This design comes from an exercise in tuning for small area, a short achievable clock period and few clock cycles per item on the open sky130 flow, not from production work.
No functional check of the RTL was part of any run shown here.

## flow/design.v

```verilog
module booth_controller(
    input clk,
    input rst,
    input [1:0] mode,
    input start,
    input [15:0] M,
    input [15:0] Q,
    output [31:0] result,
    output done
);
  reg [15:0] Ar;
  reg [15:0] Qr;
  reg [3:0]  pb;       
  reg        busy;
  reg [1:0]  cnt;
  wire m2 = mode[1];
  wire m0 = ~mode[1] & ~mode[0];
  wire m1 = ~mode[1] & mode[0];
  wire [3:0] lb = {m2, ~m0, m2, 1'b1};
  wire [15:0] As = busy ? Ar : 16'd0;
  wire [15:0] Qs = busy ? Qr : Q;
  wire [3:0]  ps = busy ? pb : 4'd0;
  wire [3:0] ra_one, ra_two, ra_neg, rb_one, rb_two, rb_neg;
  genvar b, j;
  generate
    for (b = 0; b < 4; b = b + 1) begin : g_raw
      wire q0 = Qs[4*b], q1 = Qs[4*b+1], q2 = Qs[4*b+2], q3 = Qs[4*b+3], qm = ps[b];
      assign ra_one[b] = q0 ^ qm;
      assign ra_two[b] = (q1 & ~q0 & ~qm) | (~q1 & q0 & qm);
      assign ra_neg[b] = q1;
      assign rb_one[b] = q2 ^ q1;
      assign rb_two[b] = (q3 & ~q2 & ~q1) | (~q3 & q2 & q1);
      assign rb_neg[b] = q3;
    end
  endgenerate
  function [2:0] pick;
    input [1:0] md;
    input [1:0] blk;
    input [2:0] d0, d1, d2, d3;
    case (blk)
      2'd0: pick = d0;
      2'd1: pick = md[1] ? d1 : d0;
      2'd2: pick = (md == 2'b00) ? d0 : d2;
      default: pick = md[1] ? d3 : (md[0] ? d2 : d0);
    endcase
  endfunction
  wire [3:0] a_one, a_two, a_neg, b_one, b_two, b_neg;
  generate
    for (b = 0; b < 4; b = b + 1) begin : g_sel
      assign {a_one[b], a_two[b], a_neg[b]} = pick(mode, b,
          {ra_one[0], ra_two[0], ra_neg[0]}, {ra_one[1], ra_two[1], ra_neg[1]},
          {ra_one[2], ra_two[2], ra_neg[2]}, {ra_one[3], ra_two[3], ra_neg[3]});
      assign {b_one[b], b_two[b], b_neg[b]} = pick(mode, b,
          {rb_one[0], rb_two[0], rb_neg[0]}, {rb_one[1], rb_two[1], rb_neg[1]},
          {rb_one[2], rb_two[2], rb_neg[2]}, {rb_one[3], rb_two[3], rb_neg[3]});
    end
  endgenerate
  wire [15:0] Mp = {M[14:12], M[11] & ~lb[3], M[10:8], M[7] & ~lb[2],
                    M[6:4], M[3] & ~lb[1], M[2:0], 1'b0};
  wire [15:0] P0, P1, R1, X, C, V;
  generate
    for (j = 0; j < 16; j = j + 1) begin : g_col
      localparam integer B = j / 4, R = j % 4;
      assign P0[j] = ((a_one[B] & M[j]) | (a_two[B] & Mp[j])) ^ a_neg[B];
      assign P1[j] = ((b_one[B] & M[j]) | (b_two[B] & Mp[j])) ^ b_neg[B];
      if (j == 0) begin : g_r0
        assign R1[j] = a_neg[0];
        assign V[j]  = b_neg[0];
      end else if (j == 1) begin : g_r1
        assign R1[j] = b_neg[0];
        assign V[j]  = C[j-1];
      end else if (R == 0) begin : g_l0
        assign R1[j] = lb[B] ? a_neg[B] : P1[j-2];
        assign V[j]  = lb[B] ? b_neg[B] : C[j-1];
      end else if (R == 1) begin : g_l1
        assign R1[j] = lb[B] ? b_neg[B] : P1[j-2];
        assign V[j]  = C[j-1];
      end else begin : g_in
        assign R1[j] = P1[j-2];
        assign V[j]  = C[j-1];
      end
      assign X[j] = As[j] ^ P0[j] ^ R1[j];
      assign C[j] = (As[j] & P0[j]) | (As[j] & R1[j]) | (P0[j] & R1[j]);
    end
  endgenerate
  wire [3:0] xe [0:3];
  wire [3:0] ye [0:3];
  generate
    for (b = 0; b < 4; b = b + 1) begin : g_ext
      wire as = As[4*b+3];
      wire s0 = ((a_one[b] | a_two[b]) & M[4*b+3]) ^ a_neg[b];
      wire s1 = ((b_one[b] | b_two[b]) & M[4*b+3]) ^ b_neg[b];
      wire e0 = P1[4*b+2], e1 = P1[4*b+3];
      wire x2 = as ^ s0 ^ s1;
      wire c2 = (as & s0) | (as & s1) | (s0 & s1);
      assign xe[b] = {x2, x2, as ^ s0 ^ e1, as ^ s0 ^ e0};
      assign ye[b] = {c2, (as & s0) | (as & e1) | (s0 & e1),
                      (as & s0) | (as & e0) | (s0 & e0), C[4*b+3]};
    end
  endgenerate
  wire [3:0] gu = ~lb | b_neg;
  wire [3:0] gv = lb & b_neg;
  wire [23:0] U = {xe[3], X[15:12], gu[3], X[11:8], gu[2], X[7:4], gu[1], X[3:0], gu[0]};
  wire [23:0] W = {ye[3], V[15:12], gv[3], V[11:8], gv[2], V[7:4], gv[1], V[3:0], gv[0]};
  wire [23:0] T = U + W;
  wire [15:0] S = {T[19:16], T[14:11], T[9:6], T[4:1]};
  wire [2:0]  co = {T[15], T[10], T[5]};    
  wire [3:0] E [0:3];
  assign E[3] = T[23:20];
  generate
    for (b = 0; b < 3; b = b + 1) begin : g_ecpa
      wire [4:0] t = {xe[b], co[b]} + {ye[b], co[b]};
      assign E[b] = t[4:1];
    end
  endgenerate
  wire [15:0] An = {E[3],
                    m2 ? E[2] : S[15:12],
                    m0 ? S[11:8] : E[1],
                    m2 ? E[0] : S[7:4]};
  wire [15:0] Qn = {m2 ? S[15:12] : m1 ? S[11:8] : S[3:0],
                    m2 ? S[11:8] : Qs[15:12],
                    m2 ? S[7:4] : m1 ? S[3:0] : Qs[11:8],
                    m2 ? S[3:0] : Qs[7:4]};
  always @(posedge clk) begin
    Ar <= An;
    Qr <= Qn;
    pb <= {Qs[15], Qs[11], Qs[7], Qs[3]};
  end
  wire last = (cnt == 2'd0);
  always @(posedge clk) begin
    if (rst) busy <= 1'b0;
    else if (busy) busy <= ~last;
    else busy <= start;
    if (busy) cnt <= cnt - 2'd1;
    else cnt <= m0 ? 2'd3 : m1 ? 2'd1 : 2'd0;
  end
  assign result = m2 ? {Ar[15:12], Qr[15:12], Ar[11:8], Qr[11:8], Ar[7:4], Qr[7:4], Ar[3:0], Qr[3:0]} :
                  m1 ? {Ar[15:8], Qr[15:8], Ar[7:0], Qr[7:0]} :
                       {Ar, Qr};
  assign done = busy & last;
endmodule
```

## flow/run.sh

```bash
#!/bin/bash
# synth_recipe.tcl (not shown) runs the flow's synth.tcl, then flattens the netlist and writes it again
# the make line also repeats each setting of config.mk as NAME=value (left out here)
make -C /OpenROAD-flow-scripts/flow DESIGN_CONFIG=/design/flow/config.mk WORK_HOME=/design/flow/orfs CLKGATE_MAP_FILE= SYNTH_SCRIPT=/design/flow/synth_recipe.tcl finish
```

## flow/config.mk

```make
export PLATFORM = sky130hd
export DESIGN_NAME = booth_controller
export DESIGN_NICKNAME = booth_controller
export VERILOG_FILES = /design/flow/design.v
export SDC_FILE = /design/flow/constraint.sdc
export NUM_CORES = 4
export LEC_CHECK = 0
export CAP_MARGIN = 20
export CORE_MARGIN = 2
export CORE_UTILIZATION = 40
export SLEW_MARGIN = 20
```

## flow/constraint.sdc

```tcl
create_clock -name core_clock -period 11.0 [get_ports {clk}]
set_input_delay 2.2000 -clock core_clock [delete_from_list [all_inputs] [get_ports {clk}]]
set_output_delay 2.2000 -clock core_clock [all_outputs]
set_load 0.01 [all_outputs]
```

==> flow_summary.yaml, run 1 <==
worst_hold_path:
  hp-class: "register to register"
  holdPathEnd: "cnt[0]"
  hold_depth: 1
  hold_start: "cnt[0]"
die:
  die_y_um: 127
  die_x_um: 127
  num_io_pins: 70
  start_util_pct: 41.1
  core.rowCount: 44
  die_area_um2: 16100
  core_area_um2: 14600
clocking:
  clock_latency_ps: 300
  post_cts_buffers: 0
  clockRootBuffer: "clkbuf_16"
  cts_resized: 0
  clockBufferDepth: 2
  cts-htree-levels: 2
  cts_made_buffers: 5
  cts_sinks: 39
  tritoncts: "built"
  cts_hold_buf: 0
  clk_pin_slew_ps: 70
synth:
  syn-cell-area_um2: 6030
  async_reset_ff_share_pct: 0
  ys.flop_type: "dfxtp_1"
  ys_types: 74
  syn_avg_cell_area_um2: 7.95
  yosysTopAreaCellShare_pct: 13.0
  synthesis.nets: 855
  synth_edf_count: 0
  synth_top_cells_by_area: "dfxtp_1 13%, fa_1 10%, xnor2_1 6.7%"
  ys_ff_latch: 39
  synth_cells: 758
  yosysWarnings: 1
  ys_seq_area_share_pct: 13.0
  yosysTopAreaCell: "dfxtp_1"
global_routing:
  grt-ovfl-total: 0
  antenna_found_initial: 0
  grt_start_max_net_pins: 67
  grt_pass1_vias: 5341
  grt.total_usage_pct: 23.2
  grt_pass1_wl_mm: 29.4
routing:
  wl_mm: 18.4
  drcViolationCount: 0
  viasPerCell: 5.69
  firstDrtPassIters: 5
  num_vias: 5552
  wire_per_inst_um: 18.8
  drt.antenna.violating_nets: 0
  first_iter_violations: 545
worst_setup_path:
  r2r_end: "Ar[11]"
  critPathLaunchType: "input port"
  regToRegSetupSlack_ps: 4770
  crit_type: "input port to register"
  reg2regPathDepth: 24
  arrival_ps: 7630
  reg2reg_from: "busy"
  end_kind: "register"
  cp_data_required_time_ps: 11230
  cp_max_fo: 30
layout:
  layout-drive-gt1-share_pct: 9.22
  fin_cells: 976
  final_cell_mix: "99 x nand2_1, 68 x clkdlybuf4s50_1, 52 x a21oi_1"
  final_common_cell: "nand2_1"
  fin_area_um2: 6880
  diodes: 0
  fin_nets: 888
  area_growth_pct: 14.2
timing:
  fmax_ghz: 0.135
  fin_crit_sh_pct: 67.3
  drv_slew: 0
  hold_violations: 0
  setup_tns_ps: 0
  setup_viol: 0
  rsz0062_at_grt: "no"
  fin_skew_ps: 7.64
  finalCriticalPeriod_ps: 7400
  tightest_slew_ps: 968
  maxSlewHeadroom_pct: 35.5
placement:
  globalplace.congestion: 0.991
  dpl.hpwl_mm: 14.6
  port_buffers: 69
  place_inst: 968
  placed_area_um2: 6710
status:
  outcome: "timing/DRC/antenna clean"
run:
  cap_violations: 0
## synthesized netlist by cell type (7+ instances only)
cell,count
fa_1,30
buf_4,8
mux2_2,12
xnor2_1,46
clkbuf_1,18
nand3_1,11
nand2_1,99
nor2_1,38
buf_2,9
nand2b_1,9
buf_1,8
xor2_1,39
and2_1,10
o21ai_0,40
o21ai_1,12
o21a_1,10
a21oi_1,52
nor2b_1,8
dfxtp_1,39
a211oi_1,7
a22oi_1,21
inv_1,48
a21o_1,13
mux2i_1,32
ha_1,30
## cells by family (layout without fill, tap and decap cells)
logic type	count (synthesis)	after routing	share of synthesized area, %
and+or+nand+nor	205	205	16.0
adders and majority gates	60	60	16.2
DFF	39	39	13.0
buffers and inverters	102	136	7.99
muxes	51	51	9.47
xor gates and xnor gates	85	85	12.4
AOI/OAI and AO/OA	216	216	25.1
## sequential cells by signal (all words and copies together) (netlist names)
| name | flops |
|---|---|
| Ar | 16 |
| Qr | 16 |
| busy | 1 |
| cnt | 2 |
| pb | 4 |
## critical path, stage by stage
cell and delay (ps):
buf_4 300, clkinv_1 450, buf_4 380, a211oi_1 450, a21o_1 220, a22oi_1 120, xnor2_1 170, fa_1 510
inv_1 40, ha_1 400, a21o_1 220, nor3_1 390, a22oi_2 170, and3_4 260, nand2b_1 150, xnor2_1 140
fa_1 420, inv_1 70, a21o_1 100, a21oi_1 70, xnor2_1 190, nor2_1 60, a21oi_1 120
## per-layer routing
| metal | global-route usage, % | vias up | share of wire, % |
|---|---|---|---|
| met5 | 0 | - | 0 |
| met4 | 7.50 | 0 | 3.2 |
| met3 | 3.21 | 40 | 7.3 |
| met2 | 35.7 | 218 | 43 |
| met1 | 33.6 | 2602 | 46 |
| li1 | - | 2692 | - |
## metrics by stage
stage / hold WS, ps / util, % / worst slack, ps
finish: 448 / 47.0 / 3600
global route: 471 / 47.0 / 3220
CTS: 454 / 47.0 / 3670
detailed placement: 445 / 45.8 / 3370
global placement: 426 / 45.8 / 3390
floorplan: 415 / - / 4620
## how the worst max path moves through the flow
stage               startpoint  endpoint  slack (ps)  cells after the start
floorplan                 Q[3]     Ar[7]        4620                     23
finish                 mode[1]     Ar[7]        3600                     23
global placement       mode[1]     Ar[7]        3390                     23
detailed placement     mode[1]     Ar[7]        3370                     23
CTS                    mode[1]     Ar[7]        3670                     23
global route           mode[1]     Ar[7]        3220                     23
## cell type report
cell class              instances  area (um2)
fillers                      1415        7760
clock buffers                   5         125
inverters                      53         199
well taps                     184         230
flip-flops and latches         39         782
clock inverters                 3        47.5
multi-input cells             617        4770
repair buffers                 75         733
==> run 2, diff against run 1 <==
--- a/flow/config.mk
+++ b/flow/config.mk
@@ -5,7 +5,9 @@
 export SDC_FILE = /design/flow/constraint.sdc
 export NUM_CORES = 4
 export LEC_CHECK = 0
+export ABC_CLOCK_PERIOD_IN_PS = 3000
 export CAP_MARGIN = 20
 export CORE_MARGIN = 2
 export CORE_UTILIZATION = 40
+export SETUP_SLACK_MARGIN = 5
 export SLEW_MARGIN = 20
==> run 2 against run 1 <==
  * Still clean
  * Register-to-register slack improved by 930 ps
  * First-iteration DRC count is 2.0% higher
  * Clock-buffer cell count increased by 1
  * Setup slack better by 1500 ps
  * Worst hold slack worse by 2.9 ps
  * Critical path depth fell by 15
  * Area after synthesis unchanged
  * Core utilization is 9.6 points higher
==> flow_summary.yaml, run 2 <==
worst_setup_path:
  crit_buf_inv: 5
  arrival_ps: 3740
  slowest_delay_ps: 550
  cp_max_fo: 29
  critPathLaunchType: "input port"
  crit_type: "input port to output port"
  cp_data_required_time_ps: 8800
  crit_slowest_cell: "clkdlybuf4s50_1"
  end_kind: "output port"
  crit_path_cell_trace: "buf_16 > buf_16 > nor2_4 > buf_12 > buf_4 > nand2_1 > nand2_1 > clkdlybuf4s50_1"
  cp_top_family: "buffers and inverters"
routing:
  viasPerCell: 5.73
  wire_per_inst_um: 20.0
  first_iter_violations: 556
  num_vias: 6046
  drcViolationCount: 0
  wl_mm: 21.1
  firstDrtPassIters: 5
  drt.antenna.violating_nets: 0
status:
  outcome: "timing/DRC/antenna clean"
synth:
  synth.most_common_cell: "nand2_1"
  yosysTopAreaCellShare_pct: 13.0
  synth_top_family_by_area: "compound AO/OA/AOI/OAI gates"
  ys_ff_latch: 39
  yosysWarnings: 1
  ys_seq_area_share_pct: 13.0
  synth_cells: 758
  synth_edf_count: 0
  syn_avg_cell_area_um2: 7.95
  yosysTopAreaCell: "dfxtp_1"
  synthTopCellsByCount: "99 x nand2_1, 52 x a21oi_1, 48 x inv_1"
  synth-simple-area-share_pct: 16.0
  async_reset_ff_share_pct: 0
  ys_types: 74
  yosys.area_share.adder_pct: 16.2
  synthesis.nets: 855
  synth_top_cells_by_area: "dfxtp_1 13%, fa_1 10%, xnor2_1 6.7%"
  ys.flop_type: "dfxtp_1"
  synth_xor_area_share_pct: 12.4
  muxShareOfSynthArea_pct: 9.47
  syn-cell-area_um2: 6030
  synth_compound_area_share_pct: 25.1
timing:
  fmax_ghz: 0.168
  finalCriticalPeriod_ps: 5940
  fin_ws_ps: 5060
  setup_viol: 0
  fin_crit_sh_pct: 54.0
  hold_violations: 0
  maxSlewHeadroom_pct: 46.6
  drv_slew: 0
  tightest_slew_ps: 800
  fin_skew_ps: 4.79
  rsz0062_at_grt: "yes"
  setup_tns_ps: 0
layout:
  fin_util_pct: 56.6
  multi_input_comb_area_um2: 5360
  fin_nets: 967
  final_common_cell: "nand2_1"
  regArea_um2: 782
  diodes: 0
  fill_cells: 1320
  layout-drive-gt1-share_pct: 27.9
  area_growth_pct: 37.5
  final_cell_mix: "97 x nand2_1, 72 x buf_4, 51 x clkdlybuf4s50_1"
  reg.largest.list: "Ar x16, Qr x16, pb x4"
clocking:
  cts_made_buffers: 5
  cts_hold_buf: 0
  clk_pin_slew_ps: 60
  clock_latency_ps: 300
  clockBufferDepth: 2
  cts-htree-levels: 2
  clockRootBuffer: "clkbuf_16"
  cts_sinks: 39
  tritoncts: "built"
die:
  core_area_um2: 14600
  die_x_um: 127
  core.rowCount: 44
  start_util_pct: 41.1
  die_area_um2: 16100
  die_y_um: 127
  num_io_pins: 70
placement:
  dpl.hpwl_mm: 14.9
  port_buffers: 69
  preCtsSetupSlack_ps: 3570
  globalplace.congestion: 0.974
global_routing:
  grt_pass1_vias: 5823
  antenna_found_initial: 0
  grt_pass1_wl_mm: 31.6
  grt_start_max_net_pins: 58
  grt.total_usage_pct: 25.1
  grt-ovfl-total: 0
run:
  cap_violations: 0
worst_hold_path:
  hp-class: "register to register"
==> run 2: per-layer routing <==
| layer | global-route usage [%] | vias up | routed length, um | share of wire (%) |
|---|---|---|---|---|
| met5 | 0 | - | 0 | 0 |
| met2 | 39.0 | 236 | 9410 | 45 |
| met4 | 8.73 | 0 | 705 | 3.3 |
| li1 | - | 2855 | - | - |
| met1 | 35.8 | 2916 | 9540 | 45 |
| met3 | 3.80 | 39 | 1430 | 6.8 |
==> run 2: logic make-up after synthesis <==
logic type,after synthesis
and+or+nand+nor,205
DFF,39
AOI/OAI and AO/OA,216
muxes,51
xor gates and xnor gates,85
buffers and inverters,102
adders and majority gates,60
==> run 2: final cells by class <==
type	instances	area share [%]
Multi-Input combinational cell	617	64.7
Timing Repair Buffer	154	18.3
Sequential cell	39	9.44
Tap cell	184	2.78
Inverter	53	2.69
Clock buffer	6	1.68
Clock inverter	2	0.423
==> run 2: timing repair <==
item	in CTS	in global routing
setup endpoints to repair	46	13
pin swaps	39	36
setup buffers	48	26
hold endpoints to repair	0	0
gates resized for setup	106	70
gates cloned	2	4
==> run 2: final timing paths <==
kind | startpoint | endpoint | slack, ps | cells after the start
worst max-delay path | mode[1] | result[12] | 5060 | 8
worst max register to register | busy | Qr[15] | 5700 | 18
worst min register to register | cnt[0] | cnt[0] | 450 | 1
worst min-delay path | cnt[0] | cnt[0] | 450 | 1
==> run 2: metrics by stage <==
stage | area [um2] | instances | hold slack (ps)
after floorplan | 6110 | 758 | 415
after global placement | 6770 | 967 | 432
after detailed placement | 6770 | 967 | 446
after CTS | 7780 | 1025 | 455
after global routing | 8280 | 1055 | 475
final | 8280 | 1055 | 445
==> run 3, diff against run 2 <==
--- a/flow/design.v
+++ b/flow/design.v
@@ -11,15 +11,21 @@
   reg [15:0] Ar;
   reg [15:0] Qr;
   reg [3:0]  pb;       
+  reg [15:0] Mr;
+  reg        m0, m1, m2;    
   reg        busy;
-  reg [1:0]  cnt;
-  wire m2 = mode[1];
-  wire m0 = ~mode[1] & ~mode[0];
-  wire m1 = ~mode[1] & mode[0];
+  reg [2:0]  cnt;
+  always @(posedge clk) begin
+    Mr <= M;
+    m2 <= mode[1];
+    m1 <= ~mode[1] & mode[0];
+    m0 <= ~mode[1] & ~mode[0];
+  end
   wire [3:0] lb = {m2, ~m0, m2, 1'b1};
-  wire [15:0] As = busy ? Ar : 16'd0;
-  wire [15:0] Qs = busy ? Qr : Q;
-  wire [3:0]  ps = busy ? pb : 4'd0;
+  wire [15:0] As = Ar;
+  wire [15:0] Qs = Qr;
+  wire [3:0]  ps = pb;
+  wire [1:0]  md = {m2, m1};
   wire [3:0] ra_one, ra_two, ra_neg, rb_one, rb_two, rb_neg;
   genvar b, j;
   generate
@@ -47,22 +53,22 @@
   wire [3:0] a_one, a_two, a_neg, b_one, b_two, b_neg;
   generate
     for (b = 0; b < 4; b = b + 1) begin : g_sel
-      assign {a_one[b], a_two[b], a_neg[b]} = pick(mode, b,
+      assign {a_one[b], a_two[b], a_neg[b]} = pick(md, b,
           {ra_one[0], ra_two[0], ra_neg[0]}, {ra_one[1], ra_two[1], ra_neg[1]},
           {ra_one[2], ra_two[2], ra_neg[2]}, {ra_one[3], ra_two[3], ra_neg[3]});
-      assign {b_one[b], b_two[b], b_neg[b]} = pick(mode, b,
+      assign {b_one[b], b_two[b], b_neg[b]} = pick(md, b,
           {rb_one[0], rb_two[0], rb_neg[0]}, {rb_one[1], rb_two[1], rb_neg[1]},
           {rb_one[2], rb_two[2], rb_neg[2]}, {rb_one[3], rb_two[3], rb_neg[3]});
     end
   endgenerate
-  wire [15:0] Mp = {M[14:12], M[11] & ~lb[3], M[10:8], M[7] & ~lb[2],
-                    M[6:4], M[3] & ~lb[1], M[2:0], 1'b0};
+  wire [15:0] Mp = {Mr[14:12], Mr[11] & ~lb[3], Mr[10:8], Mr[7] & ~lb[2],
+                    Mr[6:4], Mr[3] & ~lb[1], Mr[2:0], 1'b0};
   wire [15:0] P0, P1, R1, X, C, V;
   generate
     for (j = 0; j < 16; j = j + 1) begin : g_col
       localparam integer B = j / 4, R = j % 4;
-      assign P0[j] = ((a_one[B] & M[j]) | (a_two[B] & Mp[j])) ^ a_neg[B];
-      assign P1[j] = ((b_one[B] & M[j]) | (b_two[B] & Mp[j])) ^ b_neg[B];
+      assign P0[j] = ((a_one[B] & Mr[j]) | (a_two[B] & Mp[j])) ^ a_neg[B];
+      assign P1[j] = ((b_one[B] & Mr[j]) | (b_two[B] & Mp[j])) ^ b_neg[B];
       if (j == 0) begin : g_r0
         assign R1[j] = a_neg[0];
         assign V[j]  = b_neg[0];
@@ -88,8 +94,8 @@
   generate
     for (b = 0; b < 4; b = b + 1) begin : g_ext
       wire as = As[4*b+3];
-      wire s0 = ((a_one[b] | a_two[b]) & M[4*b+3]) ^ a_neg[b];
-      wire s1 = ((b_one[b] | b_two[b]) & M[4*b+3]) ^ b_neg[b];
+      wire s0 = ((a_one[b] | a_two[b]) & Mr[4*b+3]) ^ a_neg[b];
+      wire s1 = ((b_one[b] | b_two[b]) & Mr[4*b+3]) ^ b_neg[b];
       wire e0 = P1[4*b+2], e1 = P1[4*b+3];
       wire x2 = as ^ s0 ^ s1;
       wire c2 = (as & s0) | (as & s1) | (s0 & s1);
@@ -122,17 +128,17 @@
                     m2 ? S[7:4] : m1 ? S[3:0] : Qs[11:8],
                     m2 ? S[3:0] : Qs[7:4]};
   always @(posedge clk) begin
-    Ar <= An;
-    Qr <= Qn;
-    pb <= {Qs[15], Qs[11], Qs[7], Qs[3]};
+    Ar <= busy ? An : 16'd0;
+    Qr <= busy ? Qn : Q;
+    pb <= busy ? {Qs[15], Qs[11], Qs[7], Qs[3]} : 4'd0;
   end
-  wire last = (cnt == 2'd0);
+  wire last = (cnt == 3'd0);
   always @(posedge clk) begin
     if (rst) busy <= 1'b0;
     else if (busy) busy <= ~last;
     else busy <= start;
-    if (busy) cnt <= cnt - 2'd1;
-    else cnt <= m0 ? 2'd3 : m1 ? 2'd1 : 2'd0;
+    if (busy) cnt <= cnt - 3'd1;
+    else cnt <= mode[1] ? 3'd1 : mode[0] ? 3'd2 : 3'd4;
   end
   assign result = m2 ? {Ar[15:12], Qr[15:12], Ar[11:8], Qr[11:8], Ar[7:4], Qr[7:4], Ar[3:0], Qr[3:0]} :
                   m1 ? {Ar[15:8], Qr[15:8], Ar[7:0], Qr[7:0]} :
--- a/flow/config.mk
+++ b/flow/config.mk
@@ -5,9 +5,7 @@
 export SDC_FILE = /design/flow/constraint.sdc
 export NUM_CORES = 4
 export LEC_CHECK = 0
-export ABC_CLOCK_PERIOD_IN_PS = 3000
 export CAP_MARGIN = 20
 export CORE_MARGIN = 2
 export CORE_UTILIZATION = 40
-export SETUP_SLACK_MARGIN = 5
 export SLEW_MARGIN = 20
==> run 3 against run 2 <==
  * Clock-buffer cell count increased by 4
  * Routed wire length decreased by 10%
  * Flip-flop and latch count increased by 20
  * Clock skew increased by 7.5 ps
  * Global-route usage decreased by 1.3 points
  * Non-clock buffer count decreased by 80
  * Critical endpoint is now Ar[11]
  * Critical path depth increased by 13
  * Area after synthesis increased by 0.64%
  * Worst hold slack improved by 100 ps
  * Maximum frequency decreased by 2.1%
==> flow_summary.yaml, run 3 <==
worst_hold_path:
  hp-class: "register to register"
routing:
  drt.antenna.violating_nets: 0
  wl_mm: 18.9
  num_vias: 5600
  viasPerCell: 5.65
  first_iter_violations: 423
  wire_per_inst_um: 19.1
  drcViolationCount: 0
  firstDrtPassIters: 6
clocking:
  cts_made_buffers: 9
  clockRootBuffer: "clkbuf_16"
  cts-htree-levels: 3
  clock_latency_ps: 350
  cts_sinks: 59
  tritoncts: "built"
  clk_pin_slew_ps: 60
  cts_resized: 0
  cts_hold_buf: 0
  clockBufferDepth: 2
  post_cts_buffers: 0
worst_setup_path:
  crit_type: "register to register"
  cp_data_required_time_ps: 11240
  end_kind: "register"
  critPathLaunchType: "register"
  regToRegSetupSlack_ps: 4930
  cp_max_fo: 35
  arrival_ps: 6310
timing:
  maxSlewHeadroom_pct: 30.1
  tightest_slew_ps: 1050
  setup_tns_ps: 0
  drv_slew: 0
  finalCriticalPeriod_ps: 6070
  fin_crit_sh_pct: 55.2
  hold_violations: 0
  setup_viol: 0
  fmax_ghz: 0.165
  rsz0062_at_grt: "no"
  fin_skew_ps: 12.3
synth:
  synth_edf_count: 0
  async_reset_ff_share_pct: 0
  yosysTopAreaCellShare_pct: 19.5
  synth_cells: 763
  ys_types: 63
  synth_top_cells_by_area: "dfxtp_1 19%, fa_1 9.9%, ha_1 6.6%"
  ys_seq_area_share_pct: 19.5
  yosysTopAreaCell: "dfxtp_1"
  ys_ff_latch: 59
  syn_avg_cell_area_um2: 7.95
  syn-cell-area_um2: 6060
  yosysWarnings: 1
  synthesis.nets: 862
  synthTopCellsByCount: "63 x a21oi_1, 63 x nor2_1, 59 x dfxtp_1"
  ys.flop_type: "dfxtp_1"
global_routing:
  grt_pass1_vias: 5539
  grt-ovfl-total: 0
  grt_pass1_wl_mm: 29.9
  grt_start_max_net_pins: 69
  grt.total_usage_pct: 23.8
  antenna_found_initial: 0
die:
  die_y_um: 127
  start_util_pct: 40.3
  core_area_um2: 15000
  num_io_pins: 70
  core.rowCount: 45
  die_x_um: 127
  die_area_um2: 16200
layout:
  diodes: 0
  area_growth_pct: 16.6
  fin_nets: 898
  reg.largest.list: "Ar x16, Mr x16, Qr x16"
  layout-drive-gt1-share_pct: 5.85
  fin_area_um2: 7070
  final_common_cell: "clkdlybuf4s50_1"
  final_cell_mix: "69 x clkdlybuf4s50_1, 63 x nor2_1, 63 x a21oi_1"
placement:
  placed_area_um2: 6790
  port_buffers: 69
  globalplace.congestion: 0.941
  dpl.hpwl_mm: 14.6
run:
  cap_violations: 0
status:
  outcome: "timing/DRC/antenna clean"
==> run 3: changes by cell type after synthesis, sizes merged, moves of 8 or more <==
cell	previous run	this run
nand2	99	56
buf	31	19
xor2	39	31
nor2	38	63
dfxtp	39	59
clkbuf	18	30
mux2i	38	17
==> run 3: path summary, 6_finish.rpt <==
check	cells after the start	startpoint	to
setup reg to reg	21	m1	Ar[11]
setup / recovery	21	m1	Ar[11]
hold / removal	2	cnt[0]	cnt[0]
hold reg to reg	2	cnt[0]	cnt[0]
==> run 3: final cells by class <==
cell class                      instances  area (um2)
Clock inverter                          6        47.5
Inverter                               62         233
Tap cell                              188         235
Clock buffer                           10         239
Timing Repair Buffer                   74         728
Multi-Input combinational cell        593        4410
Fill cell                            1509        7960
Sequential cell                        59        1180
==> run 3: kinds of logic (layout without fill, tap and decap cells) <==
group | count (synthesis) | after routing | synth area share [%]
flops | 59 | 59 | 19.5
fa+ha+maj | 65 | 65 | 17.0
simple gates | 191 | 191 | 14.8
buf+inv | 111 | 152 | 7.82
compound gates | 231 | 231 | 24.5
mux | 31 | 31 | 5.41
xor+xnor | 75 | 75 | 11.0
==> run 3: per-stage QoR <==
| step | setup slack [ps] | std cells | hold slack (ps) | utilization [%] |
|---|---|---|---|---|
| floorplan | 6370 | 763 | 502 | - |
| global placement | 5220 | 976 | 527 | 45.2 |
| detailed placement | 4990 | 976 | 540 | 45.2 |
| CTS | 4950 | 992 | 554 | 47.1 |
| global route | 4460 | 992 | 580 | 47.1 |
| finish | 4930 | 992 | 548 | 47.1 |
==> run 3: worst max-delay path, stage by stage (launching register included) <==
cell,delay (ps)
dfxtp_1,300
buf_4,250
nor2_1,760
clkinv_1,480
nand2_1,190
a21boi_1,650
xnor2_1,200
fa_1,530
inv_1,50
ha_1,350
a21o_1,200
a21oi_1,260
o211ai_1,180
o32ai_4,340
xnor2_1,130
fa_1,420
inv_1,80
a21o_1,100
a21oi_1,70
xnor2_1,170
nand2_1,70
o211a_1,150
==> run 3: layer usage <==
metal | global-route usage, % | vias up | wire [um]
met3 | 4.44 | 36 | 1040
met5 | 0 | - | 0
met2 | 38.2 | 171 | 8560
met4 | 8.40 | 0 | 425
li1 | - | 2722 | -
met1 | 32.2 | 2671 | 8900
==> run 4, diff against run 3 <==
==> flow/flow/run.sh (new file) <==
#!/bin/bash
# The standard layout, with the smallest buffer on every input and output
# port instead of the delay buffer that buffer_ports picks by default.
set -euo pipefail
export BUFFER_PORTS_ARGS="-buffer_cell sky130_fd_sc_hd__buf_1"
bash standard.sh > standard.log 2>&1
==> flow/standard.sh (new file) <==
#!/bin/bash
# synth_recipe.tcl (not shown) runs the flow's synth.tcl, then flattens the netlist and writes it again
# the make line also repeats each setting of config.mk as NAME=value (left out here)
make -C /OpenROAD-flow-scripts/flow DESIGN_CONFIG=/design/flow/config.mk WORK_HOME=/design/flow/orfs CLKGATE_MAP_FILE= SYNTH_SCRIPT=/design/flow/synth_recipe.tcl "${@:-finish}"
removed: flow/run.sh
==> run 4 against run 3 <==
  * Still clean on timing, DRC and antenna
  * Synthesized cell count unchanged
  * Area after synthesis unchanged
  * First-iteration DRC count down 14%
  * Sequential share of layout area up 1.1 points
  * Worst hold slack better by 4.6 ps
  * Maximum frequency up 2.0%
  * Global-route usage down 1.2 points
  * Non-clock buffer count up 2
  * Setup slack better by 120 ps
  * Die area unchanged
  * Flip-flop and latch count unchanged
  * Critical path type unchanged
==> flow_summary.yaml, run 4 <==
global_routing:
  grt.total_usage_pct: 22.6
  grt_pass1_wl_mm: 28.4
  grt_start_max_net_pins: 96
  grt_pass1_vias: 5246
  antenna_found_initial: 0
  grt-ovfl-total: 0
worst_setup_path:
  crit_type: "register to register"
  crit_slowest_cell: "nor2_1"
  cp_max_fo: 35
  crit_path_cell_trace: "buf_4 > nor2_1 > clkinv_1 > nand2_1 > a21boi_1 > xnor2_1 > fa_1 > inv_1 > ha_1 > a21o_1 > a21oi_1 > o211ai_1 > o32ai_4 > xnor2_1 > fa_1 > inv_1 > a21o_1 > a21oi_1 > xnor2_1 > nand2_1 > o211a_1"
  path_common_cell: "xnor2_1"
  critPathLaunchType: "register"
  crit_buf_inv: 4
  cp_data_required_time_ps: 11240
  slowest_delay_ps: 730
  end_kind: "register"
  cp_top_family: "compound AO/OA/AOI/OAI gates"
  arrival_ps: 6190
clocking:
  clk_pin_slew_ps: 60
  cts_made_buffers: 9
  cts_resized: 0
  tritoncts: "built"
  clockRootBuffer: "clkbuf_16"
  cts-htree-levels: 3
  post_cts_buffers: 0
  clock_latency_ps: 350
  clockBufferDepth: 2
  cts_hold_buf: 0
  cts_sinks: 59
routing:
  first_iter_violations: 362
  num_vias: 5491
  drt.antenna.violating_nets: 0
  drcViolationCount: 0
  firstDrtPassIters: 5
  viasPerCell: 5.52
  wire_per_inst_um: 17.6
  wl_mm: 17.5
layout:
  diodes: 0
  final_cell_mix: "69 x buf_1, 63 x nor2_1, 63 x a21oi_1"
  fin_area_um2: 6670
  fill_cells: 1533
  reg.largest.list: "Ar x16, Mr x16, Qr x16"
  area_growth_pct: 9.96
  fin_util_pct: 44.4
  final_common_cell: "buf_1"
  fin_nets: 900
  layout-drive-gt1-share_pct: 5.96
die:
  core_area_um2: 15000
  core.rowCount: 45
  die_x_um: 127
  die_y_um: 127
  num_io_pins: 70
  die_area_um2: 16200
  start_util_pct: 40.3
status:
  outcome: "timing/DRC/antenna clean"
timing:
  fin_ws_ps: 5050
  fmax_ghz: 0.168
  setup_tns_ps: 0
  maxSlewHeadroom_pct: 36.4
  setup_viol: 0
  rsz0062_at_grt: "no"
  fin_crit_sh_pct: 54.1
  hold_violations: 0
  tightest_slew_ps: 947
  finalCriticalPeriod_ps: 5950
  fin_skew_ps: 8.28
  drv_slew: 0
synth:
  ys_ff_latch: 59
  synth_cells: 763
  ys_seq_area_share_pct: 19.5
  ys.flop_type: "dfxtp_1"
  synthTopCellsByCount: "63 x a21oi_1, 63 x nor2_1, 59 x dfxtp_1"
  synth_edf_count: 0
  ys_types: 63
  synthesis.nets: 862
  yosysTopAreaCellShare_pct: 19.5
  syn-cell-area_um2: 6060
  syn_avg_cell_area_um2: 7.95
  yosysTopAreaCell: "dfxtp_1"
  synth_top_cells_by_area: "dfxtp_1 19%, fa_1 9.9%, ha_1 6.6%"
  yosysWarnings: 1
  async_reset_ff_share_pct: 0
placement:
  globalplace.congestion: 0.917
  preCtsSetupSlack_ps: 5150
  port_buffers: 69
  dpl.hpwl_mm: 13.5
  placed_area_um2: 6370
worst_hold_path:
  hp-class: "register to register"
run:
  cap_violations: 0
-- run 4: cell counts after synthesis --
Identical to the previous run, type by type.
-- run 4: tightest hold or removal path, cell delays in order (launching register included) --
cell and delay, ps:
dfxtp_1 290, inv_1 80, mux2_2 150
-- run 4: cell families (layout without fill, tap and decap cells) --
kind of cell | after synthesis | after routing | synth area share (%)
DFF | 59 | 59 | 19.5
and+or+nand+nor | 191 | 191 | 14.8
buffers and inverters | 111 | 154 | 7.82
AOI/OAI and AO/OA | 231 | 231 | 24.5
muxes | 31 | 31 | 5.41
xor gates and xnor gates | 75 | 75 | 11.0
adders and majority gates | 65 | 65 | 17.0
-- run 4: path summary, 6_finish.rpt --
check                           slack [ps]   start  cells past startpoint      to
worst min-delay path                   550  cnt[0]                      2  cnt[0]
worst max register to register        5050      m1                     21  Ar[11]
worst min register to register         550  cnt[0]                      2  cnt[0]
worst max-delay path                  5050      m1                     21  Ar[11]
-- run 4: final cells by class --
class	count	area (um2)	area share (%)
clock buffer	10	229	3.43
tap	188	235	3.53
clock inverter	6	66.3	0.994
sequential	59	1180	17.8
multi-input combinational	593	4410	66.1
timing repair buffer	76	312	4.67
inverter	62	233	3.49
-- run 4: per-layer routing --
metal	GRT usage, %	up-vias	part of all wire [%]
met5	0	-	0
met4	6.72	0	1.8
met3	4.15	22	6.3
met2	35.0	165	45
met1	32.1	2574	47
li1	-	2730	-
-- run 4: through the flow --
stage          hold slack, ps  cells
6_report                  552    994
3_5_place_dp              536    978
3_3_place_gp              533    978
2_1_floorplan             502    763
5_1_grt                   566    994
4_1_cts                   554    994
==> run 5, diff against run 4 <==
--- a/flow/design.v
+++ b/flow/design.v
@@ -39,6 +39,27 @@
       assign rb_neg[b] = q3;
     end
   endgenerate
+  function [23:0] add24;
+    input [23:0] a, b;
+    reg [23:0] p, g, c;
+    integer i, k;
+    begin
+      p = a ^ b;
+      g = a & b;
+      for (i = 1; i <= 5; i = i + 1)
+        for (k = (1 << i) - 1; k < 24; k = k + (1 << i)) begin
+          g[k] = g[k] | (p[k] & g[k - (1 << (i - 1))]);
+          p[k] = p[k] & p[k - (1 << (i - 1))];
+        end
+      for (i = 5; i > 0; i = i - 1)
+        for (k = (1 << i) + (1 << (i - 1)) - 1; k < 24; k = k + (1 << i)) begin
+          g[k] = g[k] | (p[k] & g[k - (1 << (i - 1))]);
+          p[k] = p[k] & p[k - (1 << (i - 1))];
+        end
+      c = {g[22:0], 1'b0};
+      add24 = a ^ b ^ c;
+    end
+  endfunction
   function [2:0] pick;
     input [1:0] md;
     input [1:0] blk;
@@ -108,7 +129,7 @@
   wire [3:0] gv = lb & b_neg;
   wire [23:0] U = {xe[3], X[15:12], gu[3], X[11:8], gu[2], X[7:4], gu[1], X[3:0], gu[0]};
   wire [23:0] W = {ye[3], V[15:12], gv[3], V[11:8], gv[2], V[7:4], gv[1], V[3:0], gv[0]};
-  wire [23:0] T = U + W;
+  wire [23:0] T = add24(U, W);
   wire [15:0] S = {T[19:16], T[14:11], T[9:6], T[4:1]};
   wire [2:0]  co = {T[15], T[10], T[5]};    
   wire [3:0] E [0:3];
--- a/flow/config.mk
+++ b/flow/config.mk
@@ -5,7 +5,8 @@
 export SDC_FILE = /design/flow/constraint.sdc
 export NUM_CORES = 4
 export LEC_CHECK = 0
-export CAP_MARGIN = 20
+export CAP_MARGIN = 60
 export CORE_MARGIN = 2
 export CORE_UTILIZATION = 40
-export SLEW_MARGIN = 20
+export SETUP_SLACK_MARGIN = 5
+export SLEW_MARGIN = 60
==> run 5 against run 4 <==
  * Routed wire length fell by 9.2%
  * Critical path depth rose by 1
  * Non-clock buffer count fell by 2
  * Via count fell by 11%
  * Sequential share of layout area rose by 1.0 points
  * Flip-flop and latch count did not move
  * Clock skew rose by 0.98 ps
  * Register-to-register slack improved by 840 ps
  * Cell count fell by 12%
  * Critical path type unchanged
==> flow_summary.yaml, run 5 <==
synth:
  ys_seq_area_share_pct: 20.6
  ys_ff_latch: 59
  synthesis.nets: 760
  async_reset_ff_share_pct: 0
  synth_edf_count: 0
  yosysWarnings: 1
  synth_cells: 653
  synthTopCellsByCount: "59 x dfxtp_1, 49 x nor2_1, 48 x a21oi_1"
  synth_top_cells_by_area: "dfxtp_1 21%, fa_1 14%, ha_1 6.8%"
  syn_avg_cell_area_um2: 8.78
  ys.flop_type: "dfxtp_1"
  syn-cell-area_um2: 5730
  yosysTopAreaCellShare_pct: 20.6
  synth.most_common_cell: "dfxtp_1"
  yosysTopAreaCell: "dfxtp_1"
  ys_types: 71
global_routing:
  grt_pass1_wl_mm: 25.3
  busiest_layer: "met2"
  grt_start_max_net_pins: 62
  grtUsageMet2_pct: 36.7
  grt.met1_usage_pct: 28.9
  met3_usage_pct: 4.35
  grt.total_usage_pct: 22.2
  antenna_found_initial: 0
  grt_pass1_vias: 4753
  grt-ovfl-total: 0
timing:
  maxSlewHeadroom_pct: 63.0
  fin_ws_ps: 5900
  rsz0062_at_grt: "no"
  fin_skew_ps: 9.27
  drv_slew: 0
  setup_viol: 0
  tightest_slew_ps: 554
  fmax_ghz: 0.196
  hold_violations: 0
  finalCriticalPeriod_ps: 5100
  fin_crit_sh_pct: 46.4
  setup_tns_ps: 0
layout:
  multi_input_comb_area_um2: 4160
  fin_area_um2: 6340
  reg.largest.list: "Ar x16, Mr x16, Qr x16"
  diodes: 0
  final_cell_mix: "69 x buf_1, 55 x dfxtp_1, 49 x nor2_1"
  regArea_um2: 1190
  fin_nets: 801
  layout-drive-gt1-share_pct: 10.2
  fill_cells: 1394
  final_common_cell: "buf_1"
  area_growth_pct: 10.6
worst_setup_path:
  arrival_ps: 5360
  critPathLaunchType: "register"
  reg2regPathDepth: 22
  cp_data_required_time_ps: 11250
  crit_type: "register to register"
  crit_path_cell_trace: "xor2_2 > nor2_1 > a21oi_1 > a22oi_1 > xnor2_1 > fa_1 > inv_1 > ha_1 > a21oi_1 > o21a_1 > and3b_1 > a2bb2oi_2 > nand3_1 > nand2b_1 > fa_1 > xor2_1 > fa_1 > inv_1 > a21o_1 > a21oi_1 > xnor2_1 > a211oi_1"
  end_kind: "register"
  slowest_delay_ps: 490
  cp_max_fo: 9
  crit_slowest_cell: "dfxtp_1"
worst_hold_path:
  hold_depth: 1
  hp-class: "register to register"
routing:
  drcViolationCount: 0
  drt.antenna.violating_nets: 0
  num_vias: 4885
  viasPerCell: 5.56
  wire_per_inst_um: 18.1
  first_iter_violations: 332
  wl_mm: 15.9
  firstDrtPassIters: 6
clocking:
  tritoncts: "built"
  cts_hold_buf: 0
  clock_latency_ps: 350
  cts_made_buffers: 9
  cts-htree-levels: 3
  cts_resized: 0
  clk_pin_slew_ps: 60
  cts_sinks: 59
  clockRootBuffer: "clkbuf_16"
  clockBufferDepth: 2
  post_cts_buffers: 0
die:
  core.rowCount: 43
  die_area_um2: 15300
  num_io_pins: 70
  start_util_pct: 41.1
  core_area_um2: 13900
  die_x_um: 124
  die_y_um: 124
run:
  cap_violations: 0
placement:
  placed_area_um2: 6030
  globalplace.congestion: 0.908
  port_buffers: 69
  dpl.hpwl_mm: 12.2
  preCtsSetupSlack_ps: 5900
status:
  outcome: "timing/DRC/antenna clean"
run 5: changes by cell type after synthesis, sizes merged, moves of 7 or more:
cell	delta
nand2	-13
fa	+9
and2	+7
nor2	-13
o21ai	-10
xnor2	-7
nor3	-8
inv	-19
clkbuf	-11
a21oi	-14
run 5: worst paths after layout:
| path | slack [ps] | start | end |
|---|---|---|---|
| max | 5900 | Qr[0] | Ar[11] |
| min reg2reg | 430 | cnt[0] | cnt[0] |
| min | 430 | cnt[0] | cnt[0] |
| max reg2reg | 5900 | Qr[0] | Ar[11] |
run 5: metal layers:
metal / part of all wire [%] / routed length (um)
met1: 43 / 6910
met4: 2.2 / 344
met2: 48 / 7700
met3: 6.1 / 972
met5: 0 / 0
run 5: layout make-up:
class / instances / share of cell area (%)
multi-input combinational: 508 / 65.6
clock buffer: 11 / 3.83
sequential: 59 / 18.8
tap: 180 / 3.55
inverter: 42 / 2.49
clock inverter: 5 / 0.987
timing repair buffer: 74 / 4.74
run 5: logic make-up after synthesis:
group	count (synthesis)	synth area share, %
and+or+nand+nor	147	12.4
AOI/OAI and AO/OA	182	21.2
buffers and inverters	86	6.98
muxes	39	7.51
xor gates and xnor gates	68	10.5
DFF	59	20.6
adders and majority gates	72	20.7
run 5: worst max-delay path: cells and delay by family, from the launching register on:
kind            cells  cell delay [ps]
flops               1              490
fa+ha+maj           4             1630
xor+xnor            4              880
compound gates      8             1410
buf+inv             2              120
simple gates        4              480
run 5: stage by stage:
stage | hold slack, ps | util (%) | cells
floorplan | 410 | - | 653
global placement | 420 | 43.2 | 863
detailed placement | 423 | 43.2 | 863
CTS | 431 | 45.4 | 879
global route | 456 | 45.5 | 879
finish | 431 | 45.5 | 879
==> run 6, diff against run 5 <==
--- a/flow/config.mk
+++ b/flow/config.mk
@@ -5,8 +5,8 @@
 export SDC_FILE = /design/flow/constraint.sdc
 export NUM_CORES = 4
 export LEC_CHECK = 0
-export CAP_MARGIN = 60
+export CAP_MARGIN = 20
 export CORE_MARGIN = 2
 export CORE_UTILIZATION = 40
-export SETUP_SLACK_MARGIN = 5
-export SLEW_MARGIN = 60
+export GPL_TIMING_DRIVEN = 0
+export SLEW_MARGIN = 20
==> run 6 against run 5 <==
  * Still clean
  * Maximum frequency fell by 5.4%
  * Routed wire length is 6.9% higher
  * Clock-buffer cell count stayed put
  * Clock skew is 1.3 ps lower
  * Sequential share of layout area shrank 0.74 points
  * First-iteration DRC count is 36% higher
  * Critical endpoint unchanged
  * Global-route usage rose by 1.3 points
  * Design area increased by 3.2%
  * Flip-flop and latch count did not move
==> flow_summary.yaml, run 6 <==
status:
  outcome: "timing/DRC/antenna clean"
clocking:
  cts_made_buffers: 9
  cts_hold_buf: 0
  clk_pin_slew_ps: 60
  clock_latency_ps: 340
  cts_sinks: 59
  clockRootBuffer: "clkbuf_16"
  tritoncts: "built"
  cts_resized: 0
  cts-htree-levels: 3
  clockBufferDepth: 2
  post_cts_buffers: 0
layout:
  fin_area_um2: 6540
  reg.largest.list: "Ar x16, Mr x16, Qr x16"
  fin_nets: 840
  fin_util_pct: 47.0
  area_growth_pct: 14.1
  final_cell_mix: "70 x buf_1, 59 x dfxtp_1, 49 x nor2_1"
  diodes: 0
  final_common_cell: "buf_1"
  layout-drive-gt1-share_pct: 11.5
routing:
  wire_per_inst_um: 18.6
  drt.antenna.violating_nets: 0
  first_iter_violations: 452
  drcViolationCount: 0
  firstDrtPassIters: 6
  wl_mm: 17.0
  viasPerCell: 5.53
  num_vias: 5074
worst_setup_path:
  crit_type: "register to register"
  critPathLaunchType: "register"
  end_kind: "register"
  arrival_ps: 5640
  cp_data_required_time_ps: 11250
  cp_max_fo: 10
  reg2regPathDepth: 22
  regToRegSetupSlack_ps: 5600
die:
  start_util_pct: 41.1
  die_area_um2: 15300
  core_area_um2: 13900
  die_x_um: 124
  core.rowCount: 43
  num_io_pins: 70
  die_y_um: 124
placement:
  placed_area_um2: 6220
  dpl.hpwl_mm: 13.5
  port_buffers: 69
  globalplace.congestion: 0.913
timing:
  hold_violations: 0
  tightest_slew_ps: 662
  finalCriticalPeriod_ps: 5400
  fin_crit_sh_pct: 49.1
  setup_viol: 0
  maxSlewHeadroom_pct: 55.8
  setup_tns_ps: 0
  fmax_ghz: 0.185
  rsz0062_at_grt: "no"
  drv_slew: 0
  fin_skew_ps: 7.94
global_routing:
  grt_start_max_net_pins: 11
  antenna_found_initial: 0
  grt_pass1_wl_mm: 26.9
  grt.total_usage_pct: 23.5
  grt-ovfl-total: 0
  grt_pass1_vias: 5137
synth:
  async_reset_ff_share_pct: 0
  yosysTopAreaCellShare_pct: 20.6
  synth_top_cells_by_area: "dfxtp_1 21%, fa_1 14%, ha_1 6.8%"
  ys.flop_type: "dfxtp_1"
  synth.most_common_cell: "dfxtp_1"
  syn-cell-area_um2: 5730
  synthesis.nets: 760
  ys_seq_area_share_pct: 20.6
  synthTopCellsByCount: "59 x dfxtp_1, 49 x nor2_1, 48 x a21oi_1"
  yosysWarnings: 1
  synth_cells: 653
  yosysTopAreaCell: "dfxtp_1"
  ys_types: 71
  synth_edf_count: 0
  ys_ff_latch: 59
  syn_avg_cell_area_um2: 8.78
worst_hold_path:
  hp-class: "register to register"
  hold_depth: 1
run:
  cap_violations: 0
## run 6: area by class of cell
type	instances	area, um2
multi-input combinational	508	4150
buffer	44	243
timing repair buffer	69	259
inverter	42	158
clock buffer	11	253
tap	180	225
sequential	59	1180
fill	1340	7390
clock inverter	4	73.8
## run 6: cell families after synthesis
family	after synthesis	share of synthesized area, %
DFF	59	20.6
muxes	39	7.51
and+or+nand+nor	147	12.4
xor gates and xnor gates	68	10.5
buffers and inverters	86	6.98
AOI/OAI and AO/OA	182	21.2
adders and majority gates	72	20.7
## run 6: stage by stage
step	std cells	hold WS, ps	worst slack (ps)
CTS	917	436	5630
global route	917	464	5150
global placement	902	422	5740
floorplan	653	410	6470
detailed placement	902	429	5660
finish	917	433	5600
## run 6: critical path, stage by stage (launching register included)
cell and delay, ps:
dfxtp_1 590, buf_6 240, clkbuf_1 380, o22ai_1 160, a21oi_1 330, o21ai_0 200, fa_1 540, inv_1 40
ha_1 350, a21oi_1 80, o21a_1 240, and3b_1 200, a2bb2oi_2 290, nand3_1 160, nand2b_1 110, fa_1 180
xor2_1 240, fa_1 260, inv_1 50, a21o_1 170, a21oi_1 160, xnor2_1 90, a211oi_1 230
## run 6: per-layer routing
layer	global-route usage [%]	part of all wire, %	vias up	wire, um
met1	28.9	42	2442	7140
met3	4.03	5.6	38	957
met4	10.3	3.8	0	647
met2	40.3	49	188	8280
li1	-	-	2406	-
met5	0	0	-	0
## run 6: path summary, 6_finish.rpt
kind	start	to
max	Qr[3]	Ar[11]
min	cnt[0]	cnt[0]
max reg2reg	Qr[3]	Ar[11]
min reg2reg	cnt[0]	cnt[0]
==> run 7, diff against run 6 <==
--- a/flow/design.v
+++ b/flow/design.v
@@ -114,7 +114,7 @@
   wire [3:0] ye [0:3];
   generate
     for (b = 0; b < 4; b = b + 1) begin : g_ext
-      wire as = As[4*b+3];
+      wire as = (b == 0 || b == 2) ? 1'b0 : As[4*b+3];
       wire s0 = ((a_one[b] | a_two[b]) & Mr[4*b+3]) ^ a_neg[b];
       wire s1 = ((b_one[b] | b_two[b]) & Mr[4*b+3]) ^ b_neg[b];
       wire e0 = P1[4*b+2], e1 = P1[4*b+3];
@@ -136,8 +136,9 @@
   assign E[3] = T[23:20];
   generate
     for (b = 0; b < 3; b = b + 1) begin : g_ecpa
-      wire [4:0] t = {xe[b], co[b]} + {ye[b], co[b]};
-      assign E[b] = t[4:1];
+      wire [3:0] e0 = xe[b] + ye[b];
+      wire [3:0] e1 = xe[b] + ye[b] + 4'd1;
+      assign E[b] = co[b] ? e1 : e0;
     end
   endgenerate
   wire [15:0] An = {E[3],
--- a/flow/config.mk
+++ b/flow/config.mk
@@ -5,8 +5,8 @@
 export SDC_FILE = /design/flow/constraint.sdc
 export NUM_CORES = 4
 export LEC_CHECK = 0
-export CAP_MARGIN = 20
+export CAP_MARGIN = 60
 export CORE_MARGIN = 2
 export CORE_UTILIZATION = 40
-export GPL_TIMING_DRIVEN = 0
-export SLEW_MARGIN = 20
+export SETUP_SLACK_MARGIN = 5
+export SLEW_MARGIN = 60
==> run 7 against run 6 <==
  * Flip-flop and latch count did not move
  * Die area rose by 0.50%
  * Clock-buffer cell count fell by 1
  * Register-to-register slack got worse by 80 ps
  * Core utilization fell by 1.4 points
  * Maximum frequency fell by 1.4%
==> flow_summary.yaml, run 7 <==
die:
  core_area_um2: 14000
  die_x_um: 124
  num_io_pins: 70
  core.rowCount: 43
  die_y_um: 124
  start_util_pct: 41.2
  die_area_um2: 15400
global_routing:
  grt_pass1_vias: 4969
  grt_pass1_wl_mm: 25.8
  grt.total_usage_pct: 22.6
  grt-ovfl-total: 0
  grt_start_max_net_pins: 87
  antenna_found_initial: 0
timing:
  whs_ps: 430
  drv_slew: 0
  setup_viol: 0
  tightest_slew_ps: 586
  hold_violations: 0
  fin_crit_sh_pct: 49.7
  rsz0062_at_grt: "no"
  fin_skew_ps: 6.15
  fmax_ghz: 0.183
  maxSlewHeadroom_pct: 60.7
  finalCriticalPeriod_ps: 5470
  setup_tns_ps: 0
layout:
  final_common_cell: "buf_1"
  area_growth_pct: 10.5
  reg.largest.list: "Ar x16, Mr x16, Qr x16"
  fill_cells: 1394
  fin_nets: 831
  final_cell_mix: "69 x buf_1, 59 x nor2_1, 56 x dfxtp_1"
  diodes: 0
  layout-drive-gt1-share_pct: 7.30
  fin_area_um2: 6370
synth:
  synth_top_cells_by_area: "dfxtp_1 20%, fa_1 11%, ha_1 8.7%"
  ys.flop_type: "dfxtp_1"
  synth_cells: 685
  ys_ff_latch: 59
  yosysTopAreaCellShare_pct: 20.5
  syn-cell-area_um2: 5760
  ys_seq_area_share_pct: 20.5
  yosysWarnings: 1
  syn_avg_cell_area_um2: 8.41
  synth_edf_count: 0
  synthesis.nets: 795
  synthTopCellsByCount: "59 x dfxtp_1, 59 x nor2_1, 55 x a21oi_1"
  yosysTopAreaCell: "dfxtp_1"
  ys_types: 62
  async_reset_ff_share_pct: 0
clocking:
  tritoncts: "built"
  cts_sinks: 59
  clockBufferDepth: 2
  cts_resized: 0
  post_cts_buffers: 0
  clk_pin_slew_ps: 50
  cts-htree-levels: 3
  cts_hold_buf: 0
  clock_latency_ps: 340
  clockRootBuffer: "clkbuf_16"
  cts_made_buffers: 9
routing:
  drt.antenna.violating_nets: 0
  wl_mm: 16.5
  first_iter_violations: 369
  firstDrtPassIters: 5
  viasPerCell: 5.60
  num_vias: 5078
  drcViolationCount: 0
  wire_per_inst_um: 18.2
placement:
  port_buffers: 69
  dpl.hpwl_mm: 12.6
  placed_area_um2: 6050
  globalplace.congestion: 0.914
worst_setup_path:
  arrival_ps: 5680
  cp_data_required_time_ps: 11200
  end_kind: "register"
  cp_max_fo: 11
  crit_type: "register to register"
  critPathLaunchType: "register"
status:
  outcome: "timing/DRC/antenna clean"
worst_hold_path:
  hp-class: "register to register"
run:
  cap_violations: 0
-- run 7: cell types whose count changed after synthesis, moves of 5 or more --
cell and change:
inv_1 +10, a21oi_1 +7, nor2_1 +10, fa_1 -6, a21o_1 -6, o21ai_0 -10, ha_1 +9, nor2b_1 +7
or2_2 -5
-- run 7: worst paths after layout --
path	from	endpoint	slack, ps	depth (start not counted)
setup / recovery	pb[0]	Ar[11]	5530	20
hold / removal	cnt[0]	cnt[0]	430	1
setup reg to reg	pb[0]	Ar[11]	5530	20
hold reg to reg	cnt[0]	cnt[0]	430	1
-- run 7: critical path: stages, from the launching register on --
cell and delay, ps:
dfxtp_1 560, nor2_1 200, a21oi_1 480, mux2i_1 250, a22oi_1 270, xnor2_1 100, fa_1 490, inv_1 50
ha_1 330, a21oi_1 190, nand2_1 120, a31oi_1 290, or3b_1 460, a21oi_1 210, fa_1 280, nand2_1 70
and3_1 240, or3_1 310, a32oi_1 210, xnor2_1 140, a21boi_1 80
-- run 7: kinds of logic (layout without fill, tap and decap cells) --
logic type,Yosys count,in the layout,synth area share [%]
AOI/OAI and AO/OA,184,184,20.8
and+or+nand+nor,161,161,13.2
buffers and inverters,99,140,7.34
adders and majority gates,76,76,20.7
xor gates and xnor gates,65,65,9.88
DFF,59,59,20.5
muxes,41,41,7.64
-- run 7: layer usage --
layer / share of wire (%) / GRT usage (%) / vias to the layer above
li1: - / - / 2436
met1: 42 / 27.2 / 2424
met2: 49 / 38.2 / 175
met3: 5.4 / 4.99 / 43
met4: 3.7 / 10.5 / 0
met5: 0 / 0 / -
-- run 7: final cells by class --
| type | count | area [um2] | share of cell area, % |
|---|---|---|---|
| timing repair buffer | 72 | 289 | 4.54 |
| multi-input combinational | 527 | 4170 | 65.4 |
| clock inverter | 6 | 63.8 | 1.00 |
| inverter | 52 | 196 | 3.09 |
| tap | 180 | 225 | 3.54 |
| clock buffer | 10 | 239 | 3.75 |
| sequential | 59 | 1190 | 18.6 |
-- run 7: through the flow --
stage                     util [%]  setup slack, ps  std cells
after floorplan                  -             6410        685
after global placement        43.2             5390        890
after detailed placement      43.3             5520        890
after CTS                     45.4             5500        906
after global routing          45.5             5120        906
final                         45.5             5530        906
==> run 8, diff against run 7 <==
--- a/flow/config.mk
+++ b/flow/config.mk
@@ -8,5 +8,6 @@
 export CAP_MARGIN = 60
 export CORE_MARGIN = 2
 export CORE_UTILIZATION = 40
+export GPL_TIMING_DRIVEN = 0
 export SETUP_SLACK_MARGIN = 5
 export SLEW_MARGIN = 60
==> run 8 against run 7 <==
  * Worst hold slack improved by 5.9 ps
  * Synthesized cell count unchanged
  * Critical endpoint unchanged
==> flow_summary.yaml, run 8 <==
die:
  die_y_um: 124
  die_area_um2: 15400
  start_util_pct: 41.2
  core_area_um2: 14000
  num_io_pins: 70
  die_x_um: 124
  core.rowCount: 43
global_routing:
  antenna_found_initial: 0
  grt_pass1_wl_mm: 27.4
  grt.total_usage_pct: 24.0
  grt-ovfl-total: 0
  grt_pass1_vias: 5252
  grt_start_max_net_pins: 12
synth:
  synth_edf_count: 0
  ys_seq_area_share_pct: 20.5
  synth_xor_area_share_pct: 9.88
  syn-cell-area_um2: 5760
  yosysWarnings: 1
  synth_top_cells_by_area: "dfxtp_1 20%, fa_1 11%, ha_1 8.7%"
  yosysTopAreaCellShare_pct: 20.5
  yosys.area_share.adder_pct: 20.7
  ys_types: 62
  async_reset_ff_share_pct: 0
  synth_compound_area_share_pct: 20.8
  synth_cells: 685
  yosysTopAreaCell: "dfxtp_1"
  ys_ff_latch: 59
  synthTopCellsByCount: "59 x dfxtp_1, 59 x nor2_1, 55 x a21oi_1"
  ys.flop_type: "dfxtp_1"
  muxShareOfSynthArea_pct: 7.64
  synthesis.nets: 795
  synth_top_family_by_area: "compound AO/OA/AOI/OAI gates"
  syn_avg_cell_area_um2: 8.41
  synth-simple-area-share_pct: 13.2
routing:
  wl_met3_mm: 1.14
  drt.antenna.violating_nets: 0
  wire_per_inst_um: 18.9
  wl_met2_mm: 8.52
  viasPerCell: 5.62
  firstDrtPassIters: 4
  num_vias: 5349
  wl_mm: 18.0
  drcViolationCount: 0
  first_iter_violations: 297
  drt-met1-wl_mm: 7.55
  highest_layer: "met4"
clocking:
  tritoncts: "built"
  cts_made_buffers: 9
  cts_sinks: 59
  post_cts_buffers: 0
  cts_resized: 0
  cts-htree-levels: 3
  clockRootBuffer: "clkbuf_16"
  clockBufferDepth: 2
  clock_latency_ps: 350
  clk_pin_slew_ps: 60
  cts_hold_buf: 0
worst_setup_path:
  reg2reg_from: "Qr[1]"
  crit_path_cell_trace: "buf_2 > xor2_1 > nor2_1 > a21oi_1 > a22oi_1 > xnor2_1 > fa_1 > inv_1 > ha_1 > a21oi_1 > nand2_1 > a31oi_1 > or3b_1 > a21oi_1 > fa_1 > nand2_1 > and3_1 > or3_1 > a32oi_1 > xnor2_1 > a21boi_1"
  slowest_delay_ps: 520
  cp_data_required_time_ps: 11200
  end_kind: "register"
  cp_max_fo: 9
  path_common_cell: "a21oi_1"
  crit_buf_inv: 2
  reg2regPathDepth: 21
  crit_slowest_cell: "fa_1"
  regToRegSetupSlack_ps: 5480
  r2r_end: "Ar[11]"
  cp_top_family: "compound AO/OA/AOI/OAI gates"
  crit_type: "register to register"
  arrival_ps: 5720
  critPathLaunchType: "register"
timing:
  whs_ps: 436
  finalCriticalPeriod_ps: 5520
  fmax_ghz: 0.181
  fin_skew_ps: 8.59
  rsz0062_at_grt: "no"
  setup_tns_ps: 0
  drv_slew: 0
  hold_violations: 0
  fin_crit_sh_pct: 50.2
  setup_viol: 0
  tightest_slew_ps: 578
  maxSlewHeadroom_pct: 60.7
layout:
  diodes: 0
  fill_cells: 1421
  reg.largest.list: "Ar x16, Mr x16, Qr x16"
  layout-drive-gt1-share_pct: 10.1
  final_common_cell: "buf_1"
  final_cell_mix: "72 x buf_1, 59 x dfxtp_1, 59 x nor2_1"
  area_growth_pct: 14.3
  fin_nets: 876
worst_hold_path:
  holdPathEnd: "cnt[0]"
  hold_depth: 1
  hold_start: "cnt[0]"
  hp-class: "register to register"
placement:
  port_buffers: 69
  dpl.hpwl_mm: 14.1
  globalplace.congestion: 0.938
status:
  outcome: "timing/DRC/antenna clean"
run:
  cap_violations: 0
[run 8: cells by family (layout without fill, tap and decap cells)]
kind of cell / after synthesis / count (layout)
muxes: 41 / 41
xor gates and xnor gates: 65 / 65
DFF: 59 / 59
adders and majority gates: 76 / 76
and+or+nand+nor: 161 / 161
buffers and inverters: 99 / 185
AOI/OAI and AO/OA: 184 / 184
[run 8: final cells by class]
class	instances	area (um2)	share of cell area, %
Tap cell	180	225	3.42
Inverter	52	195	2.96
Buffer	47	233	3.53
Multi-Input combinational cell	527	4190	63.7
Timing Repair Buffer	70	264	4.01
Sequential cell	59	1180	17.9
Clock buffer	10	229	3.48
Clock inverter	6	66.3	1.01
[run 8: metrics by stage]
step / util (%) / instances / cell area (um2) / setup slack (ps)
6_report: 47.1 / 951 / 6590 / 5480
5_1_grt: 47.1 / 951 / 6590 / 5090
4_1_cts: 46.9 / 951 / 6560 / 5550
3_5_place_dp: 44.8 / 935 / 6260 / 5570
3_3_place_gp: 44.7 / 934 / 6250 / 5540
2_1_floorplan: - / 685 / 5760 / 6410
[run 8: worst register-to-register path, delay by kind of cell (launching register included)]
kind	cells	cell delay, ps
AND/OR/NAND/NOR	6	1280
XOR/XNOR	3	670
AO/OA/AOI/OAI	7	1670
flip-flops	1	330
adder cells (fa/ha/maj)	3	1150
buffers and inverters	2	270
[run 8: how the worst max path moves through the flow]
stage               slack (ps)  cells past startpoint      to  start
floorplan                 6410                     19  Ar[11]  Qr[1]
global placement          5540                     19  Ar[11]  Qr[1]
detailed placement        5570                     19  Ar[11]  Qr[3]
CTS                       5550                     19  Ar[11]  Qr[3]
global route              5090                     19  Ar[11]  Qr[3]
finish                    5480                     21  Ar[11]  Qr[1]
[run 8: per-layer routing]
| layer | up-vias | track usage, % |
|---|---|---|
| met5 | - | 0 |
| met4 | 0 | 12.1 |
| met3 | 48 | 5.45 |
| li1 | 2533 | - |
| met1 | 2575 | 29.3 |
| met2 | 193 | 39.7 |

==> static timing again, ports no longer ideal <==
The flow's constraints put no driver on any port. The routed layouts listed below were extracted and timed again, unchanged, in two steps.
Step 1, drivers: a clkbuf_16 drives clk and a buf_2 each remaining input, both assumed.
Step 2 also shifts input and output timing later by t, the mid clock arrival at the registers, as if the neighbouring blocks saw the same clock.
Slacks: no drivers / after step 1 / after step 2; pairs: no drivers / after step 1.
run | t, ns | slack for setup (ns) | worst hold slack (ns)
run 1 | 0.328 | 3.599 / 3.610 / 3.282 | 0.448 / 0.448 / 0.448
run 2 | 0.342 | 5.060 / 4.926 / 4.635 | 0.445 / 0.445 / 0.445
run 3 | 0.387 | 4.933 / 4.933 / 4.933 | 0.548 / 0.548 / 0.548
run 4 | 0.389 | 5.054 / 5.054 / 5.054 | 0.552 / 0.552 / 0.552
run 5 | 0.391 | 5.896 / 5.896 / 5.896 | 0.431 / 0.431 / 0.431
run 6 | 0.377 | 5.604 / 5.604 / 5.604 | 0.433 / 0.433 / 0.433
run 7 | 0.382 | 5.528 / 5.528 / 5.528 | 0.430 / 0.430 / 0.430
run 8 | 0.384 | 5.480 / 5.480 / 5.480 | 0.436 / 0.436 / 0.436
After both steps every run listed still meets setup and hold. For run 2, which loses most, drivers alone change the setup slack by -0.134 ns; drivers and shift together by -0.425 ns.
